Background: an optimization exercise with open tools, aiming at small area. Do not read the settings as production practice. Only simulation tests tie the RTL to the original design; equivalence was not proved. Power figures rest on the tool's default switching activity, not on a simulated workload.

## juniper
## exec_unit
module exec_unit #(parameter  PC_INIT = 32'h0000_0000 )(
    input  logic              clock_i,
    input  logic              nreset_i,
    input  logic [32-1:0]  reg_file_rs0_i,
    input  logic [32-1:0]  reg_file_rs1_i,
    output logic              du_stall_o,
    input  logic              du_bubble_i,
    input  logic [32-1:0]  du_pc_i,
    input  logic [4:0]        du_rs0_i,
    input  logic [4:0]        du_rs1_i,
    input  logic [4:0]        du_rdt_i,
    input  logic [6:0]        du_opcode_i,
    input  logic [3:0]        du_alu_opcode_i,
    input  logic [2:0]        du_func3_i,
    input  logic              du_is_R_type_i,
    input  logic              du_is_I_type_i,
    input  logic              du_is_S_type_i,
    input  logic              du_is_B_type_i,
    input  logic              du_is_U_type_i,
    input  logic [11:0]       du_immI_i,
    input  logic [11:0]       du_immS_i,
    input  logic [19:0]       du_immU_i,
    input  logic              mem_stall_i,
    output logic [32-1:0]  xu_alu_result_o,
    output logic              xu_alu_bubble_o,
    output logic [4:0]        xu_rdt_addr_o,
    output logic              xu_is_mem_op_o,
    output logic              xu_bubble_o,
    output logic [32-1:0]  mem_addr_o,
    output logic              mem_cmd_o,
    output logic [32-1:0]  mem_data_o,
    output logic [1:0]        mem_size_o
);
==> flow/config.mk <==
export PLATFORM = sky130hd
export DESIGN_NAME = exec_unit
export DESIGN_NICKNAME = exec_unit
export VERILOG_FILES = /design/flow/design.v
export SDC_FILE = /design/flow/constraint.sdc
export NUM_CORES = 4
export LEC_CHECK = 0
export CAP_MARGIN = 20
export CORE_MARGIN = 2
export CORE_UTILIZATION = 40
export GPL_TIMING_DRIVEN = 0
export PLACE_DENSITY = 0.65
export SLEW_MARGIN = 20
==> flow/constraint.sdc <==
create_clock -name core_clock -period 8.0 [get_ports {clock_i}]
set_input_delay 1.6000 -clock core_clock [delete_from_list [all_inputs] [get_ports {clock_i}]]
set_output_delay 1.6000 -clock core_clock [all_outputs]
set_load 0.01 [all_outputs]
standard.sh (not shown) runs the stock make flow with config.mk's settings and CLKGATE_MAP_FILE= SYNTH_SCRIPT=/design/flow/synth_recipe.tcl, a recipe that flattens the netlist after the stock synthesis.
==> flow/flow/run.sh <==
#!/bin/bash
# Own layout flow:
#  1. the standard synthesis (synth_recipe.tcl), hierarchical, run through flow/synth.tcl,
#     which only swaps ORFS's delay-oriented ABC script for
#     flow/abc_area.script; adders use Yosys's default Brent-Kung carry
#     lookahead (no Kogge-Stone extra map) and no full/half-adder cells.
#  2. the standard layout (standard.sh) for every later step, with the
#     port buffers made of buf_1 cells (later repair may resize them).
# Each tool's output goes to its own log in the work folder (synth.log,
# layout.log); ORFS's per-step logs are under orfs/logs/.
set -euo pipefail
W=$(pwd)
export FLOW_WORK=$W
make -C "$FLOW_HOME" DESIGN_CONFIG="$W/config.mk" WORK_HOME="$W/orfs" CLKGATE_MAP_FILE= \
  SYNTH_SCRIPT="$W/flow/synth.tcl" SYNTH_OPERATIONS_ARGS=-booth ADDER_MAP_FILE= SYNTH_HIERARCHICAL=1 \
  synth > "$W/synth.log" 2>&1
bash standard.sh "BUFFER_PORTS_ARGS=-buffer_cell sky130_fd_sc_hd__buf_1" finish > "$W/layout.log" 2>&1
==> flow/flow/abc_area.script <==
strash
&get -n
&fraig -x
&put
dc2
strash
&get -n
&dch -f
&nf -p
&put
==> flow/flow/abc_tree.script <==
strash
&get -n
&nf -F 8 -A 4 -C 32 -p
&put
==> flow/flow/synth.tcl <==
# The standard synthesis (synth_recipe.tcl, unchanged), with one difference:
# ABC maps the logic with this folder's scripts in place of ORFS's
# delay-oriented one. The design keeps its modules through synthesis
# (SYNTH_HIERARCHICAL=1 from run.sh; synth_recipe.tcl flattens at the end):
#  - the ALU adder module (xu_adder) with abc_tree.script, which maps the AIG
#    as the RTL structures it, so its Brent-Kung carry tree survives;
#  - every other module with abc_area.script, which rewrites the logic for
#    area before mapping.
# Registers, their names and cell types are made by the same steps as in the
# standard synthesis.
set own_flow_dir [file dirname [file normalize [info script]]]
proc abc {args} {
  set i [lsearch -exact $args -script]
  set tree $args
  set area $args
  if {$i >= 0} {
    lset tree [expr {$i + 1}] [file join $::own_flow_dir abc_tree.script]
    lset area [expr {$i + 1}] [file join $::own_flow_dir abc_area.script]
  }
  set mods [yosys tee -q -s result.string select -list-mod *]
  foreach m [split [string trim $mods] "\n"] {
    set m [string trim $m]
    if {$m eq ""} continue
    if {[string match *xu_adder* $m]} {
      yosys abc {*}$tree $m
    } else {
      yosys abc {*}$area $m
    }
  }
}
source [file join $::env(FLOW_WORK) synth_recipe.tcl]
#### Input delta (harbor over juniper)
-- flow/flow/run.sh --
<<< juniper, line 2
# Own layout flow:
#  1. the standard synthesis (synth_recipe.tcl), hierarchical, run through flow/synth.tcl,
#     which only swaps ORFS's delay-oriented ABC script for
#     flow/abc_area.script; adders use Yosys's default Brent-Kung carry
#     lookahead (no Kogge-Stone extra map) and no full/half-adder cells.
#  2. the standard layout (standard.sh) for every later step, with the
>>> harbor, line 2
# Own layout flow:
#  1. the standard synthesis (synth_recipe.tcl) run hierarchically
#     (SYNTH_HIERARCHICAL=1; synth_recipe.tcl flattens at the end) through
#     flow/synth.tcl, which only swaps ORFS's delay-oriented ABC script for
#     this folder's area-oriented ones (see synth.tcl); adders use Yosys's
#     default Brent-Kung carry lookahead (no Kogge-Stone extra map) and no
#     full/half-adder cells.
#  2. the standard layout (standard.sh) for every later step, with the
==> comparison <==
- Comparing harbor against juniper, there is no change at all in setup slack at placement.
- HPWL after detailed placement: juniper vs harbor identical
- Delta (harbor minus juniper): ratio of total power to cell area shows no meaningful change; internal portion of total power shows no meaningful change; share of the cycle needed by the critical path after routing shows no meaningful change; combinational share of power shows no meaningful change.
- Re setup slack: no difference whatsoever between harbor and juniper.
- Reported for harbor and juniper, floorplan die area turned out identical to the last digit.
- | routed wire length | juniper vs harbor | ≈ equal |

* * *

Another version of the RTL of exec_unit (not shown whole).
Size in the first run: ~1200 cells after synthesis, ~110 flip-flops, ~290 I/O pins.
Settings: LEC_CHECK=0, CAP_MARGIN=20, CORE_MARGIN=2, CORE_UTILIZATION=40, GPL_TIMING_DRIVEN=0, PLACE_DENSITY=0.65, SLEW_MARGIN=20; clock period 8.0 ns.
==> flow/flow/run.sh <==
#!/bin/bash
# Own layout flow:
#  1. the standard synthesis (synth_recipe.tcl) run through flow/synth.tcl,
#     which only swaps ORFS's delay-oriented ABC script for
#     flow/abc_area.script; adders use Yosys's default Brent-Kung carry
#     lookahead (no Kogge-Stone extra map) and no full/half-adder cells.
#  2. the standard layout (standard.sh) for every later step, with the
#     port buffers made of buf_1 cells (later repair may resize them).
# Each tool's output goes to its own log in the work folder (synth.log,
# layout.log); ORFS's per-step logs are under orfs/logs/.
set -euo pipefail
W=$(pwd)
export FLOW_WORK=$W
make -C "$FLOW_HOME" DESIGN_CONFIG="$W/config.mk" WORK_HOME="$W/orfs" CLKGATE_MAP_FILE= \
  SYNTH_SCRIPT="$W/flow/synth.tcl" SYNTH_OPERATIONS_ARGS=-booth ADDER_MAP_FILE= \
  synth > "$W/synth.log" 2>&1
bash standard.sh "BUFFER_PORTS_ARGS=-buffer_cell sky130_fd_sc_hd__buf_1" finish > "$W/layout.log" 2>&1
==> flow/flow/abc_area.script <==
strash
&get -n
&fraig -x
&put
dc2
strash
&get -n
&dch -f
&nf -p -R 10
&put
==> flow/flow/synth.tcl <==
# The standard synthesis (synth_recipe.tcl, unchanged), with one difference:
# ABC maps the logic with flow/abc_area.script in place of ORFS's
# delay-oriented script. That script maps the AIG as the RTL structures it
# (no rewriting), with extra area-recovery rounds, so the RTL's Brent-Kung
# carry trees survive while the rest is mapped for area. Registers, their
# names and cell types are made by the same steps as in the standard synthesis.
set own_abc_script [file join [file dirname [file normalize [info script]]] abc_area.script]
proc abc {args} {
  set i [lsearch -exact $args -script]
  if {$i >= 0} { lset args [expr {$i + 1}] $::own_abc_script }
  yosys abc {*}$args
}
source [file join $::env(FLOW_WORK) synth_recipe.tcl]
==> next run, changes <==
==> flow/flow/abc_area.script (replaced) <==
strash
&get -n
&nf -F 8 -A 4 -C 32 -p
&put
CTS_CLUSTER_SIZE = 20   (was default)
Effect: Global-route usage falls by 1.7 points. Sequential power barely changes. Worst hold slack loses 0.0051 ns.
==> next run, changes <==
CTS_CLUSTER_SIZE = default   (was 20)
Effect: Routed wire length does not change. Design area does not change. Sequential cell count is unchanged.

* * *

exec_unit, a different RTL version from the one above (not shown whole).
Size in the first run: ~1,200 cells after synthesis, roughly 110 flip-flops, roughly 290 I/O pins, roughly 0.0099 mm^2 of cells after synthesis.
Settings: LEC_CHECK=0, CAP_MARGIN=20, CORE_MARGIN=2, CORE_UTILIZATION=40, GPL_TIMING_DRIVEN=0, PLACE_DENSITY=0.65, SLEW_MARGIN=20; clock period 8.0 ns.
==> flow/flow/run.sh <==
#!/bin/bash
# Own layout flow:
#  1. the standard synthesis (synth_recipe.tcl) run through flow/synth.tcl,
#     which only swaps ORFS's delay-oriented ABC script for the area-oriented
#     flow/abc_area.script; adders use Yosys's default Brent-Kung carry
#     lookahead (no Kogge-Stone extra map) and no full/half-adder cells.
#  2. the standard layout (standard.sh) for every later step, with the
#     port buffers made of buf_1 cells (later repair may resize them).
set -euo pipefail
W=$(pwd)
export FLOW_WORK=$W
make -C "$FLOW_HOME" DESIGN_CONFIG="$W/config.mk" WORK_HOME="$W/orfs" CLKGATE_MAP_FILE= \
  SYNTH_SCRIPT="$W/flow/synth.tcl" SYNTH_OPERATIONS_ARGS=-booth ADDER_MAP_FILE= \
  synth > "$W/synth.log" 2>&1
bash standard.sh "BUFFER_PORTS_ARGS=-buffer_cell sky130_fd_sc_hd__buf_1" finish > "$W/layout.log" 2>&1
==> flow/flow/abc_area.script <==
strash
&get -n
&nf -F 8 -A 4 -C 32 -p
&put
==> flow/flow/synth.tcl <==
# The standard synthesis (synth_recipe.tcl, unchanged), with one difference:
# ABC maps the logic with flow/abc_area.script, an area-oriented script, in
# place of ORFS's delay-oriented one. Registers, their names and cell types
# are made by the same steps as in the standard synthesis.
set own_abc_script [file join [file dirname [file normalize [info script]]] abc_area.script]
proc abc {args} {
  set i [lsearch -exact $args -script]
  if {$i >= 0} { lset args [expr {$i + 1}] $::own_abc_script }
  yosys abc {*}$args
}
source [file join $::env(FLOW_WORK) synth_recipe.tcl]
The baseline finished clean.
==> next run, changes <==
Settings changed: CORE_UTILIZATION 40 to 50, PLACE_DENSITY 0.65 to 0.75.
Effect: First-iteration DRC count went up by 11%. Critical path depth came out higher by 1. Die area falls by 20%. Hold slack stays flat. Worst setup slack got worse by 0.013 ns. Cell count went down by 3.2%. Design area fell by 0.40%. Synthesized cell count stays the same. Wire length shrinks by 2.5%.

static timing again, ports no longer ideal:
No port has a modelled driver above. Below, the same layouts with a new extraction and two added sets of constraints.
Step 1, drivers: a clkbuf_16 drives clock_i and a buf_2 each remaining input, both assumed.
Step 2 times the ports against the registers' clock, not the clock port: input delays grow and output delays shrink by t, the midpoint of the rising clock arrivals with the driver on.
Three values: no drivers, after step 1, after step 2; two values: the first two.
| run | shift t [ns] | slack for setup (ns) | clock arrival spread, ns |
|---|---|---|---|
| juniper | 0.418 | 0.314 / 0.324 / -0.094 | 0.014 / 0.014 |
| harbor | 0.418 | 0.314 / 0.324 / -0.094 | 0.014 / 0.014 |
| the first run of note 2 | 0.431 | 0.261 / 0.286 / -0.145 | 0.020 / 0.020 |
| the second run of note 2 | 0.414 | 0.591 / 0.586 / 0.172 | 0.009 / 0.009 |
| the third run of note 2 | 0.414 | 0.591 / 0.586 / 0.172 | 0.009 / 0.009 |
| the first run of note 3 | 0.417 | 0.709 / 0.711 / 0.294 | 0.018 / 0.018 |
| the second run of note 3 | 0.409 | 0.696 / 0.710 / 0.301 | 0.016 / 0.016 |
Met with ideal ports but missed after step 2: setup timing in juniper, harbor and the first run of note 2.
